Context: an optimization exercise on an open-source flow, tuned for small area. The choices shown serve that exercise and are no tape-out recipe. The RTL was checked by simulation tests, not by an equivalence proof against the original design. In run 2 the design's own scripts or RTL, not TritonCTS, make the clock network. No driver is modelled on the clock port, so clock power and skew are understated where the tree is cut down; a real chip needs a root buffer or a tree. Power and IR drop assume default switching activity.

==> flow/design.v <==
`timescale 1ns / 1ps
module clk_manager(
			input clk_i,
			input rst_i,           
			output tick_o,         
			output car_o,          
			output step_o,         
			output clr_o           
    );
	localparam [2:0] P8 = 3'd0, P5 = 3'd0;
	localparam [5:0] P63 = 6'd54;
	reg [2:0] c8s;
	reg [2:0] c5s;
	reg [5:0] c63s;
	wire [2:0] c8 = c8s ^ P8;
	wire [2:0] c5 = c5s ^ P5;
	wire [5:0] c63 = c63s ^ P63;
	always @(posedge clk_i) begin
		if (rst_i) begin
			c8s  <= 3'd0 ^ P8;
			c5s  <= 3'b000 ^ P5;
			c63s <= 6'b000001 ^ P63;
		end else begin
			c8s  <= {c8[2] ^ (c8[1] & c8[0]), c8[1] ^ c8[0], !c8[0]} ^ P8;
			c5s  <= {c5[1], c5[0], !(c5[2] & (c5[1] | c5[0]))} ^ P5;
			c63s <= {c63[4:0], c63[5] ^ c63[4]} ^ P63;
		end
	end
	assign tick_o = !c8[0] &&  c5[1] && !c5[0];             
	assign car_o  =  c8[0] && !c5[2] &&  c5[1];             
	assign step_o = c8[2] && !c8[1] && !c8[0] && (c63 == 6'b000001);
	assign clr_o  = !c5[2] && !c5[0];                       
endmodule
`timescale 1ns / 1ps
module quadenc(
			input clk_in,
			input en_in,
			input rst_in,          
			input a_in,
			input b_in,
			output mv_cw_o,
			output mv_acw_o
    );
	reg a_s, b_s;              
	reg [2:0] a_r, b_r;        
	reg a_vn, b_vn;            
	reg a_un, b_un;            
	wire a_v = !a_vn, b_v = !b_vn;
	wire a_u = !a_un, b_u = !b_un;
	reg [1:0] mv;              
	wire a_same = (a_in == a_s);
	wire b_same = (b_in == b_s);
	wire a_sat = &a_r;
	wire b_sat = &b_r;
	wire a_f = a_r[0] ? (a_r[1] | a_r[2]) : !a_r[2];
	wire b_f = b_r[0] ? (b_r[1] | b_r[2]) : !b_r[2];
	wire [2:0] a_rn = a_same ? {a_r[1:0], a_f} : 3'b110;
	wire [2:0] b_rn = b_same ? {b_r[1:0], b_f} : 3'b110;
	always @(posedge clk_in) begin
		if (rst_in) begin
			a_s <= 1'b0; b_s <= 1'b0;
			a_r <= 3'd7; b_r <= 3'd7;
			a_vn <= 1'b1; b_vn <= 1'b1;
			a_un <= 1'b1; b_un <= 1'b1;
		end else if (en_in) begin
			a_s <= a_in;
			b_s <= b_in;
			a_r <= a_rn;
			b_r <= b_rn;
			if (a_sat) a_vn <= !a_s;
			if (b_sat) b_vn <= !b_s;
			a_un <= a_vn;
			b_un <= b_vn;
		end
	end
	always @(posedge clk_in) begin
		if (en_in) begin
			mv[1] <= !mv[1] && !mv[0] && (a_u ^ b_u);
			mv[0] <= a_u | ((mv[1] | mv[0]) && b_u);
		end
	end
	assign mv_cw_o  = mv[1] & !mv[0];
	assign mv_acw_o = mv[1] &  mv[0];
endmodule
`timescale 1ns / 1ps
module game_engine(
		input clk_in,
		input rst_in,          
		input step_in,         
		input car_in,          
		input mv_cw_in,
		input mv_acw_in,
		input clr_in,          
		output [127:0] line1_out,
		output [127:0] line2_out
    );
	localparam [127:0] MSG  = "  Game  Over    ";
	localparam [15:0] ENV1 = 16'b0010_0000_0001_0000;  
	localparam [15:0] ENV2 = 16'b0000_0010_0000_0010;  
	reg [3:0] qs;              
	localparam [3:0] QPOL = 4'd6;
	wire [3:0] q = qs ^ QPOL;
	reg loaded;                
	reg [1:0] st;              
	localparam [1:0] S_INIT = 2'd1, S_L1 = 2'd3, S_L2 = 2'd2, S_OVER = 2'd0;
	wire over = (st == S_OVER);
	wire [3:0] dlo = {q[1] & q[0], q[1] & !q[0], !q[1] & q[0], !q[1] & !q[0]};
	wire [3:0] dhi = {q[3] & q[2], q[3] & !q[2], !q[3] & q[2], !q[3] & !q[2]};
	wire [3:0] dhl = {4{loaded}} & dhi;
	wire [15:0] m, ml;         
	genvar j;
	generate
	for (j = 0; j < 16; j = j + 1) begin : dec
		assign m[j]  = dlo[j % 4] & dhi[j / 4];
		assign ml[j] = dlo[j % 4] & dhl[j / 4];
	end
	endgenerate
	wire hit1 = ml[4] | ml[13];
	wire hit2 = ml[1] | ml[9];
	wire hit = (st == S_L1 && hit1) || (st == S_L2 && hit2);
	always @(posedge clk_in) begin
		if (rst_in || hit) begin
			qs <= QPOL;
			loaded <= 1'b0;
		end else if (step_in && !over) begin
			qs <= {q[3] ^ (q[2] & q[1] & q[0]), q[2] ^ (q[1] & q[0]), q[1] ^ q[0], !q[0]} ^ QPOL;
			loaded <= loaded | (&q);
		end
	end
	always @(posedge clk_in) begin
		if (rst_in) begin
			st <= S_INIT;
		end else begin
			if (hit) st <= S_OVER;
			else if (!over && car_in) begin
				if (mv_acw_in) st <= S_L2;
				else if (mv_cw_in) st <= S_L1;
			end
		end
	end
	wire [15:1] ge;
	assign ge[8]  = q[3];
	assign ge[4]  = q[3] | q[2];
	assign ge[12] = q[3] & q[2];
	assign ge[2]  = ge[4] | q[1];
	assign ge[6]  = q[3] | (q[2] & q[1]);
	assign ge[10] = q[3] & (q[2] | q[1]);
	assign ge[14] = ge[12] & q[1];
	assign ge[1]  = ge[2] | q[0];
	assign ge[3]  = ge[4] | (q[1] & q[0]);
	assign ge[5]  = q[3] | (q[2] & (q[1] | q[0]));
	assign ge[7]  = q[3] | (q[2] & q[1] & q[0]);
	assign ge[9]  = q[3] & (q[2] | q[1] | q[0]);
	assign ge[11] = q[3] & (q[2] | (q[1] & q[0]));
	assign ge[13] = ge[12] & (q[1] | q[0]);
	assign ge[15] = ge[14] & q[0];
	genvar i;
	generate
	for (i = 1; i < 16; i = i + 1) begin : pos
		wire g1 = (i > 4  ? m[(20 - i) % 16] : ml[(20 - i) % 16]) |
		          (i > 13 ? m[(29 - i) % 16] : ml[(29 - i) % 16]);
		wire g2 = (i > 1  ? m[(17 - i) % 16] : ml[(17 - i) % 16]) |
		          (i > 9  ? m[(25 - i) % 16] : ml[(25 - i) % 16]);
		wire vis = loaded | ge[16 - i];
		wire b5 = MSG[8*i+5] ? (over | vis) : vis;
		wire [7:0] msg = MSG[8*i+7:8*i];
		assign line1_out[8*i+7:8*i] = {1'b0, msg[6] & over, b5,
		                               msg[4] ? (over | g1) : g1, msg[3] ? (over | g1) : g1,
		                               msg[2] ? (over | g1) : g1, msg[1] ? (over | g1) : g1,
		                               msg[0] & over};
		assign line2_out[8*i+7:8*i] = {1'b0, msg[6] & over, b5,
		                               msg[4] ? (over | g2) : g2, msg[3] ? (over | g2) : g2,
		                               msg[2] ? (over | g2) : g2, msg[1] ? (over | g2) : g2,
		                               msg[0] & over};
	end
	endgenerate
	assign line1_out[7:0] = clr_in ? 8'h00 : (st == S_L1) ? "<" : " ";
	assign line2_out[7:0] = clr_in ? 8'h00 : (st == S_L2) ? "<" : (st == S_INIT) ? 8'h60 : " ";
endmodule
`timescale 1ns / 1ps
module quad_game_top(
			input clk_in,
			input rst_in,
			input a_in,
			input b_in,
			output [127:0] line1_out,
			output [127:0] line2_out
    );
wire enc_tick, car_slot, step, clr;
wire mv_cw, mv_acw;
		clk_manager clkdiv (
				.clk_i(clk_in),
				.rst_i(rst_in),
				.tick_o(enc_tick),
				.car_o(car_slot),
				.step_o(step),
				.clr_o(clr)
				);
		quadenc qenc (
				.clk_in(clk_in),
				.en_in(enc_tick),
				.rst_in(rst_in),
				.a_in(a_in),
				.b_in(b_in),
				.mv_cw_o(mv_cw),
				.mv_acw_o(mv_acw)
		);
game_engine gameEngine(
		.clk_in(clk_in),
		.rst_in(rst_in),
		.step_in(step),
		.car_in(car_slot),
		.mv_cw_in(mv_cw),
		.mv_acw_in(mv_acw),
		.clr_in(clr),
		.line1_out(line1_out),
		.line2_out(line2_out)
    );
endmodule
==> flow/flow/const_ports.tcl <==
# PRE_GLOBAL_PLACE hook (tie fanout repair in floorplan is skipped).
# The standard global placement removes synthesis buffers and then gives
# every non-constant port a buffer; ports that carry a constant keep one
# tie cell each there. Here those ports get a buf_1 of their own instead,
# fed from shared tie cells, so that no tie cell is left with only a
# dangling output.
remove_buffers
set db [ord::get_db]
set block [ord::get_db_block]
set buf_master [$db findMaster sky130_fd_sc_hd__buf_1]
set tie_name sky130_fd_sc_hd__conb_1
set n 0
set new_bufs {}
foreach inst [$block getInsts] {
  if { [[$inst getMaster] getName] ne $tie_name } { continue }
  foreach iterm [$inst getITerms] {
    if { ![$iterm isOutputSignal] } { continue }
    set net [$iterm getNet]
    if { $net == "NULL" } { continue }
    foreach bterm [$net getBTerms] {
      if { [$bterm getIoType] ne "OUTPUT" } { continue }
      set buf [odb::dbInst_create $block $buf_master "const_port_buf_$n"]
      set onet [odb::dbNet_create $block "const_port_net_$n"]
      $bterm disconnect
      $bterm connect $onet
      [$buf findITerm A] connect $net
      [$buf findITerm X] connect $onet
      lappend new_bufs $buf
      incr n
    }
  }
}
puts "const_ports: buffered $n constant output ports"
# power and ground pins of the new cells, by the platform's global connection rules
add_global_connection -net {VDD} -inst_pattern {.*} -pin_pattern {^VDD$} -power
add_global_connection -net {VDD} -inst_pattern {.*} -pin_pattern {^VDDPE$}
add_global_connection -net {VDD} -inst_pattern {.*} -pin_pattern {^VDDCE$}
add_global_connection -net {VDD} -inst_pattern {.*} -pin_pattern {VPWR}
add_global_connection -net {VDD} -inst_pattern {.*} -pin_pattern {VPB}
add_global_connection -net {VSS} -inst_pattern {.*} -pin_pattern {^VSS$} -ground
add_global_connection -net {VSS} -inst_pattern {.*} -pin_pattern {^VSSE$}
add_global_connection -net {VSS} -inst_pattern {.*} -pin_pattern {VGND}
add_global_connection -net {VSS} -inst_pattern {.*} -pin_pattern {VNB}
global_connect
# keep them through the buffer removal of global placement
foreach buf $new_bufs { $buf setDoNotTouch 1 }
set lib [get_name [get_property [lindex [get_lib_cell $tie_name] 0] library]]
foreach port {LO HI} {
  repair_tie_fanout -max_fanout 12 $lib/$tie_name/$port
}
==> flow/flow/run.sh <==
#!/bin/bash
# Own layout flow.
# Synthesis: the standard synthesis script (synth_recipe.tcl), with two
# changes to the combinational mapping only: no adder extraction
# (ADDER_MAP_FILE empty) and an area-oriented ABC script (abc_area.script).
# Registers, their names and their cells are those of the standard synthesis.
# Layout: the standard layout, except that every port buffer is a buf_1
# and each output port that carries a constant gets a buf_1 of its own too,
# fed from shared tie cells (see const_ports.tcl).
set -euo pipefail
W=$(pwd)
{
  head -n 1 synth_recipe.tcl
  cat <<EOT
set ::env(ADDER_MAP_FILE) ""
proc abc {args} {
  set i [lsearch -exact \$args -script]
  if { \$i >= 0 } { lset args [expr {\$i + 1}] $W/flow/abc_area.script }
  yosys abc {*}\$args
}
EOT
  tail -n +2 synth_recipe.tcl
} > "$W/own_synth.tcl"
bash standard.sh "SYNTH_SCRIPT=$W/own_synth.tcl" synth > "$W/synth.log" 2>&1
bash standard.sh SKIP_REPAIR_TIE_FANOUT=1 \
  "PRE_GLOBAL_PLACE_TCL=$W/flow/const_ports.tcl" \
  "BUFFER_PORTS_ARGS=-buffer_cell sky130_fd_sc_hd__buf_1" \
  "CTS_ARGS=-sink_clustering_enable -buf_list sky130_fd_sc_hd__clkbuf_4 -root_buf sky130_fd_sc_hd__clkbuf_4 -dont_use_dummy_load -repair_clock_nets" \
  finish > "$W/layout.log" 2>&1
==> flow/flow/abc_area.script <==
strash
dch -f
amap
topo
dnsize
==> flow/constraint.sdc <==
create_clock -name core_clock -period 10.0 [get_ports {clk_in}]
set_input_delay 2.0000 -clock core_clock [delete_from_list [all_inputs] [get_ports {clk_in}]]
set_output_delay 2.0000 -clock core_clock [all_outputs]
set_load 0.01 [all_outputs]
==> flow/config.mk <==
export PLATFORM = sky130hd
export DESIGN_NAME = quad_game_top
export DESIGN_NICKNAME = quad_game_top
export VERILOG_FILES = /design/flow/design.v
export SDC_FILE = /design/flow/constraint.sdc
export NUM_CORES = 4
export LEC_CHECK = 0
export CAP_MARGIN = 20
export CORE_MARGIN = 2
export CORE_UTILIZATION = 40
export SLEW_MARGIN = 20
==> flow/standard.sh <==
#!/bin/bash
# synth_recipe.tcl (not shown) runs the flow's synth.tcl, then flattens the netlist and writes it again
# the make line also repeats each setting of config.mk as NAME=value (left out here)
make -C /OpenROAD-flow-scripts/flow DESIGN_CONFIG=/design/flow/config.mk WORK_HOME=/design/flow/orfs CLKGATE_MAP_FILE= SYNTH_SCRIPT=/design/flow/synth_recipe.tcl "${@:-finish}"
==> results of run 1 <==
==> power breakdown <==
part           leakage [uW]  switching (uW)  internal, uW
logic              0.000588            55.3          23.7
clock network     0.0000230            39.0          23.5
registers          0.000273            3.88           138
total              0.000884            98.2           185
==> metal layers <==
| metal | routed length [um] | track usage (%) | vias to the layer above |
|---|---|---|---|
| met5 | 0 | 0 | - |
| met4 | 52 | 3.45 | 0 |
| li1 | - | - | 1314 |
| met3 | 506 | 2.51 | 7 |
| met2 | 3840 | 25.5 | 128 |
| met1 | 2730 | 15.2 | 1117 |
==> area by class of cell <==
type / instances / area [um2]
Inverter: 27 / 101
Clock buffer: 5 / 37.5
Sequential cell: 33 / 681
Buffer: 69 / 259
Tap cell: 105 / 131
Multi-Input combinational cell: 158 / 822
Fill cell: 942 / 5460
Timing Repair Buffer: 192 / 728
==> critical path: cells and delay by family (launching register included) <==
kind                   cells  cell delay [ns]
DFF                        1             0.60
and+or+nand+nor            2             0.58
AOI/OAI and AO/OA          1             0.30
buffers and inverters      3             0.72
==> stage by stage <==
stage	std cells	cell area, um2	setup slack, ns	hold slack, ns	util [%]
2_1_floorplan	456	3390	5.40	0.358	-
3_3_place_gp	584	2720	5.89	0.365	33.1
3_5_place_dp	584	2720	5.86	0.370	33.1
4_1_cts	589	2760	5.50	0.394	33.6
5_1_grt	589	2760	5.19	0.417	33.6
6_report	589	2760	5.50	0.389	33.6
==> placed cells by master, fill, tap and decap left out, types with 5 or more instances in the layout <==
cell type  count
dfxtp_1       31
buf_1        259
nand2_1       20
a21oi_1       10
clkinv_1      27
nand3_1        7
o22ai_1       13
o221ai_1       6
nor2_1        41
clkbuf_4       5
o21ai_0       22
or2_0          9
nor3_1         9
==> worst max path at each step <==
| stage | from | endpoint | slack, ns | cells past startpoint |
|---|---|---|---|---|
| floorplan | gameEngine.st[0]$_SDFFE_PP1P_ | line1_out[85] | 5.40 | 6 |
| global placement | gameEngine.qs[2]$_SDFFE_PP1P_ | line1_out[82] | 5.89 | 6 |
| detailed placement | gameEngine.qs[2]$_SDFFE_PP1P_ | line1_out[82] | 5.86 | 6 |
| CTS | gameEngine.qs[2]$_SDFFE_PP1P_ | line1_out[82] | 5.50 | 6 |
| global route | gameEngine.qs[0]$_SDFFE_PP0P_ | line1_out[106] | 5.19 | 8 |
| finish | gameEngine.qs[2]$_SDFFE_PP1P_ | line1_out[82] | 5.50 | 6 |
==> cells by family after synthesis <==
family / Yosys count / share of synthesized area [%]
flip-flops: 33 / 20.1
AND/OR/NAND/NOR: 93 / 12.1
other: 1 / 0.111
AO/OA/AOI/OAI: 64 / 12.0
buffers and inverters: 265 / 55.7
==> sequential cells by signal, indices dropped and copies added, names as in the netlist <==
| name | cells |
|---|---|
| qenc.b_r | 3 |
| qenc.mv | 2 |
| qenc.a_vn | 1 |
| clkdiv.c5s | 3 |
| clkdiv.c63s | 6 |
| qenc.a_s | 1 |
| gameEngine.st | 2 |
| gameEngine.qs | 4 |
| qenc.b_un | 1 |
| qenc.a_r | 3 |
| qenc.b_vn | 1 |
| qenc.a_un | 1 |
| clkdiv.c8s | 3 |
| gameEngine.loaded | 1 |
| qenc.b_s | 1 |
==> results.txt, run 1 <==
Outcome = timing/DRC/antenna clean
Antenna-violating nets left = 0
Pwr Density = 103 nW/um2
Maximum clock insertion buffer count = 2
RSZ-0062 raised after global routing = no
Netlist Area Pre-Place = 3390 um2
Share of cells above drive strength 1 = 1.65%
Area contributors post-synth = buf_4 53%, dfxtp_1 18%, nor2_1 4.7%
Post-synth EDFFs = 2
Post-DR vias/cell = 4.36
Post-synth ARST share = 0%
Clk_skew = 0.0186 ns
Fin crit share = 45.0%
Slew headroom = 51.2%
FMAX = 222 MHz
Hold bufs inserted after CTS = 0
Die X = 96.0 um
Initial DRC count = 49
Slowest CP cell = dfxtp_1
Worst-path cell chain = clkinv_1 > nor2_1 > clkinv_1 > o22ai_1 > or2_0 > buf_1
Leakage power total = 0.000884 uW
I/O pins = 260
Most numerous cell in the Yosys netlist = buf_4
Crit-path max FO = 12
Wire per inst = 12.1 um
Critical path arrival = 2.50 ns
Post-CTS Setup Bufs = 0
R2R depth = 7
Rows = 33
Cts repair resizes = 0
WL final = 7130 um
Largest stage delay, worst path = 0.60 ns
Final setup viols = 0
Initial antenna violation count = 0
Post-synthesis register bit count = 33
Largest net degree at the start of global routing = 70
Number of I/O port buffers = 190
Critical R2R Capture = gameEngine.qs[0]$_SDFFE_PP0P_
Post-DP HPWL = 5800 um
Synth cell count leaders = 238 x buf_4, 42 x nor2_1, 31 x dfxtp_1
Reg-to-reg slack, setup = 7.49 ns
Post-synthesis average cell area = 7.43 um2
Main synth FF type = dfxtp_1
Area grow syn2layout = -18.5%
Worst vdd rail ir drop = 0.0442 mV
Hold Crit Depth = 1
Clk slew on worst S/H paths = 0.09 ns
Via count = 2566
Final Max Slew Viols = 0
Total Neg Setup Slack = 0 ns
Worst Hold End = clkdiv.c63s[1]$_SDFF_PP1_
Top cell by count, worst path = clkinv_1
Critical Path RT = 8.00 ns
Crit. End Element = output port
First-pass DRT Iterations = 4
Hold_sp = clkdiv.c63s[0]$_SDFF_PP1_
Slew @ Worst Pin = 0.730 ns
Final Wtd Congestion = 0.902
Antenna diode count = 0
Clk latency of the worst-skew pair = 0.33 ns
Top cell type by total area after synthesis = buf_4
Total Power = 283 uW
Register area share after synthesis = 20.1%
Hold Path Class = reg2reg
CP Launch Type = flop
CTS buffer count = 5
H-tree depth = 2
Gate Count Post-Synth = 456
Max cap viols = 0
CTS Sinks = 33
DRC Markers = 0
Die height = 96.0 um
Ys Warns = 3
Core Region = 8220 um2
Netlist cell types = 27
Gr ovfl total = 0
Final Hold Viols = 0
CTS tree = built
# nets final = 490
First-pass GRT wire length = 9590 um
Synthesized Nets = 460
Worst r2r src = gameEngine.qs[3]$_SDFFE_PP0P_
Synth top area share = 52.7%
Starting density of the core = 41.2%
Fin crit period = 4.50 ns
Kind of critical path = reg2out
Vias in the first global route = 1885
Die ar. = 9220 um2
Root Driver = clkbuf_4
Tot GR Track Use = 13.4%
==> run 2: changes to the inputs <==
--- a/flow/flow/run.sh
+++ b/flow/flow/run.sh
@@ -5,7 +5,10 @@
 # (ADDER_MAP_FILE empty) and an area-oriented ABC script (abc_area.script).
 # Registers, their names and their cells are those of the standard synthesis.
-# Layout: the standard layout, except that every port buffer is a buf_1
-# and each output port that carries a constant gets a buf_1 of its own too,
-# fed from shared tie cells (see const_ports.tcl).
+# Layout: the standard layout, except that
+# - every port buffer is a buf_1, and each output port that carries a
+#   constant gets a buf_1 of its own too, fed from shared tie cells
+#   (const_ports.tcl);
+# - the clock tree is one level of four clkbuf_4, one per quadrant of the
+#   registers, driven by the clock port (clock_buffers.tcl).
 set -euo pipefail
 W=$(pwd)
@@ -26,4 +29,4 @@
   "PRE_GLOBAL_PLACE_TCL=$W/flow/const_ports.tcl" \
   "BUFFER_PORTS_ARGS=-buffer_cell sky130_fd_sc_hd__buf_1" \
-  "CTS_ARGS=-sink_clustering_enable -buf_list sky130_fd_sc_hd__clkbuf_4 -root_buf sky130_fd_sc_hd__clkbuf_4 -dont_use_dummy_load -repair_clock_nets" \
+  "PRE_CTS_TCL=$W/flow/clock_buffers.tcl" CLOCK_BUFFER_CELL=sky130_fd_sc_hd__clkbuf_4 \
   finish > "$W/layout.log" 2>&1
==> flow/flow/clock_buffers.tcl (new file) <==
# PRE_CTS hook. The design has few registers, so its clock tree is one
# level: the clock port drives four clock buffers of type CLOCK_BUFFER_CELL,
# each driving the clock pins of one group of registers (the registers split
# into quadrants: halves by x, each half split by y) and placed at its
# group's centre. Every register is one buffer away from the port, and the
# port feeds exactly four cell pins. Clock tree synthesis itself is then
# skipped; the rest of the CTS step (placement legalisation, timing repair)
# runs as usual.
set db [ord::get_db]
set block [ord::get_db_block]
set clk_net [[$block findBTerm clk_in] getNet]
set master [$db findMaster $::env(CLOCK_BUFFER_CELL)]
set sinks {}
foreach it [$clk_net getITerms] {
  set loc [[$it getInst] getLocation]
  lappend sinks [list [lindex $loc 0] [lindex $loc 1] $it]
}
set sinks [lsort -integer -index 0 $sinks]
set n [llength $sinks]
set half [expr { $n / 2 }]
set groups {}
foreach part [list [lrange $sinks 0 [expr { $half - 1 }]] [lrange $sinks $half end]] {
  set part [lsort -integer -index 1 $part]
  set m [llength $part]
  set mh [expr { $m / 2 }]
  lappend groups [lrange $part 0 [expr { $mh - 1 }]] [lrange $part $mh end]
}
set g 0
foreach group $groups {
  set buf [odb::dbInst_create $block $master "clkbuf_regs_$g"]
  set net [odb::dbNet_create $block "clknet_regs_$g"]
  $net setSigType CLOCK
  set sx 0
  set sy 0
  foreach s $group {
    set sx [expr { $sx + [lindex $s 0] }]
    set sy [expr { $sy + [lindex $s 1] }]
    set it [lindex $s 2]
    $it disconnect
    $it connect $net
  }
  set m [llength $group]
  [$buf findITerm A] connect $clk_net
  [$buf findITerm X] connect $net
  $buf setLocation [expr { $sx / $m }] [expr { $sy / $m }]
  $buf setPlacementStatus PLACED
  puts "clock_buffers: clkbuf_regs_$g drives $m clock pins"
  incr g
}
add_global_connection -net {VDD} -inst_pattern {.*} -pin_pattern {VPWR}
add_global_connection -net {VDD} -inst_pattern {.*} -pin_pattern {VPB}
add_global_connection -net {VSS} -inst_pattern {.*} -pin_pattern {VGND}
add_global_connection -net {VSS} -inst_pattern {.*} -pin_pattern {VNB}
global_connect
proc clock_tree_synthesis { args } { puts "clock tree synthesis skipped: one level of clock buffers" }
==> results.txt, run 2 <==
Cts repair resizes = 0
Critical Path RT = 8.00 ns
Max cap viols = 0
WL final = 7070 um
Slew headroom = 50.9%
Area grow syn2layout = -18.8%
Rows = 33
First-pass GRT wire length = 9480 um
Fin crit period = 4.34 ns
Vias in the first global route = 1870
Area contributors post-synth = buf_4 53%, dfxtp_1 18%, nor2_1 4.7%
Initial antenna violation count = 0
CP Buf/Inv Count = 3
Post-DP HPWL = 5800 um
Post-synth EDFFs = 2
Antenna diode count = 0
Gr ovfl total = 0
Dpl ws = 5.86 ns
Slew @ Worst Pin = 0.733 ns
Most numerous cell in the Yosys netlist = buf_4
Post-synthesis average cell area = 7.43 um2
Initial DRC count = 44
Wire per inst = 12.0 um
Final Wtd Congestion = 0.902
# nets final = 489
Largest net degree at the start of global routing = 70
Die height = 96.0 um
Number of I/O port buffers = 190
Share of cells above drive strength 1 = 1.45%
Post-CTS Setup Bufs = 0
Final Core Density = 33.5%
Fin crit share = 43.4%
Antenna-violating nets left = 0
Worst-path cell chain = clkinv_1 > nor2_1 > clkinv_1 > o22ai_1 > or2_0 > buf_1
Tot GR Track Use = 12.7%
Largest stage delay, worst path = 0.60 ns
DRC Markers = 0
Netlist Area Pre-Place = 3390 um2
Most frequent cells in the layout = 259 x buf_1, 41 x nor2_1, 31 x dfxtp_1, 27 x clkinv_1, 22 x o21ai_0
Synth top area share = 52.7%
Via count = 2569
Hold bufs inserted after CTS = 0
Hold Path Class = reg2reg
Gate Count Post-Synth = 456
Pwr Density = 98.9 nW/um2
Starting density of the core = 41.2%
Largest register FFs = 6
Biggest register = clkdiv.c63s
Die ar. = 9220 um2
Die X = 96.0 um
Clk latency of the worst-skew pair = 0.15 ns
Critical path arrival = 2.34 ns
I/O pins = 260
RSZ-0062 raised after global routing = no
First-pass DRT Iterations = 4
Post-synthesis register bit count = 33
Crit. End Element = output port
Clk slew on worst S/H paths = 0.09 ns
Reg-to-reg slack, setup = 7.50 ns
Final Max Slew Viols = 0
Main synth FF type = dfxtp_1
Synthesized Nets = 460
FMAX = 230 MHz
Critical path's top delay family = buffers and inverters
Outcome = timing/DRC/antenna clean
Post-DR vias/cell = 4.37
Largest registers = clkdiv.c63s: 6 flops, gameEngine.qs: 4 flops
Crit-path max FO = 12
Register area share after synthesis = 20.1%
Netlist cell types = 27
Synth cell count leaders = 238 x buf_4, 42 x nor2_1, 31 x dfxtp_1
Clk_skew = 0.00742 ns
Slack of the critical path = 5.66 ns
Total Neg Setup Slack = 0 ns
Top cell type by total area after synthesis = buf_4
Final setup viols = 0
Final Hold Viols = 0
Hold_ws = 0.392 ns
Post-synth ARST share = 0%
Worst vdd rail ir drop = 0.0377 mV
CP Launch Type = flop
Top cell by count, worst path = clkinv_1
Kind of critical path = reg2out
Core Region = 8220 um2
Slowest CP cell = dfxtp_1
Most common cell after layout, fill and taps aside = buf_1
Leakage power total = 0.000880 uW
Ys Warns = 3
run 2: area by class of cell:
| cell class | instances | area, um2 |
|---|---|---|
| Buffer | 73 | 289 |
| Multi-Input combinational cell | 158 | 822 |
| Fill cell | 949 | 5460 |
| Inverter | 27 | 101 |
| Sequential cell | 33 | 681 |
| Timing Repair Buffer | 192 | 728 |
| Tap cell | 105 | 131 |
run 2: per-layer routing:
| metal | global-route usage [%] | up-vias | share of wire, % |
|---|---|---|---|
| met4 | 1.79 | 0 | 1.3 |
| met5 | 0 | - | 0 |
| li1 | - | 1311 | - |
| met2 | 25.2 | 132 | 53 |
| met1 | 15.1 | 1117 | 38 |
| met3 | 0.783 | 9 | 7.1 |
run 2: path summary, 6_finish.rpt:
check / from / to / cells after the start
worst max-delay path: gameEngine.qs[2]$_SDFFE_PP1P_ / line1_out[82] / 6
worst min-delay path: clkdiv.c63s[0]$_SDFF_PP1_ / clkdiv.c63s[1]$_SDFF_PP1_ / 1
worst max register to register: gameEngine.qs[3]$_SDFFE_PP0P_ / gameEngine.qs[0]$_SDFFE_PP0P_ / 7
worst min register to register: clkdiv.c63s[0]$_SDFF_PP1_ / clkdiv.c63s[1]$_SDFF_PP1_ / 1
run 2: metrics by stage:
| stage | cells | power (uW) | cell area [um2] |
|---|---|---|---|
| 6_report | 588 | 272 | 2750 |
| 5_1_grt | 588 | 292 | 2750 |
| 4_1_cts | 588 | 263 | 2750 |
| 3_5_place_dp | 584 | 224 | 2720 |
| 3_3_place_gp | 584 | 223 | 2720 |
| 2_1_floorplan | 456 | 240 | 3390 |
run 2: report_power, final:
part | leakage (uW) | switching [uW] | internal (uW)
Combinational | 0.000588 | 55.2 | 23.7
Sequential | 0.000273 | 3.88 | 138
Clock | 0.0000184 | 32.4 | 19.1
run 2: cell families (layout without fill, tap and decap cells):
logic type | count (synthesis) | after routing | share of synthesized area (%)
buffers and inverters | 265 | 292 | 55.7
and+or+nand+nor | 93 | 93 | 12.1
AOI/OAI and AO/OA | 64 | 64 | 12.0
DFF | 33 | 33 | 20.1
other | 1 | 1 | 0.111

static timing again, ports no longer ideal:
In the flow no input, the clock included, has a driving cell. The finished layouts below were timed again as built, in two steps.
Step 1, drivers: a clkbuf_16 drives clk_in and a buf_2 each remaining input, both assumed.
Step 2 adds t to the input delays and takes it off the output delays; t is the mean of the earliest and latest rising clock arrival at the registers after step 1. Input paths then give back, and output paths get back, about the clock's delay inside the block.
Slacks: ideal / step 1 / step 2; pairs: ideal / step 1.
run | shift t [ns] | setup slack, ns | worst hold slack (ns) | worst setup path after step 2
run 1 | 0.341 | 5.496 / 5.472 / 5.813 | 0.389 / 0.389 / 0.389 | register to output
run 2 | 0.194 | 5.659 / 5.615 / 5.809 | 0.392 / 0.391 / 0.391 | register to output
After both steps every run listed still meets setup and hold.
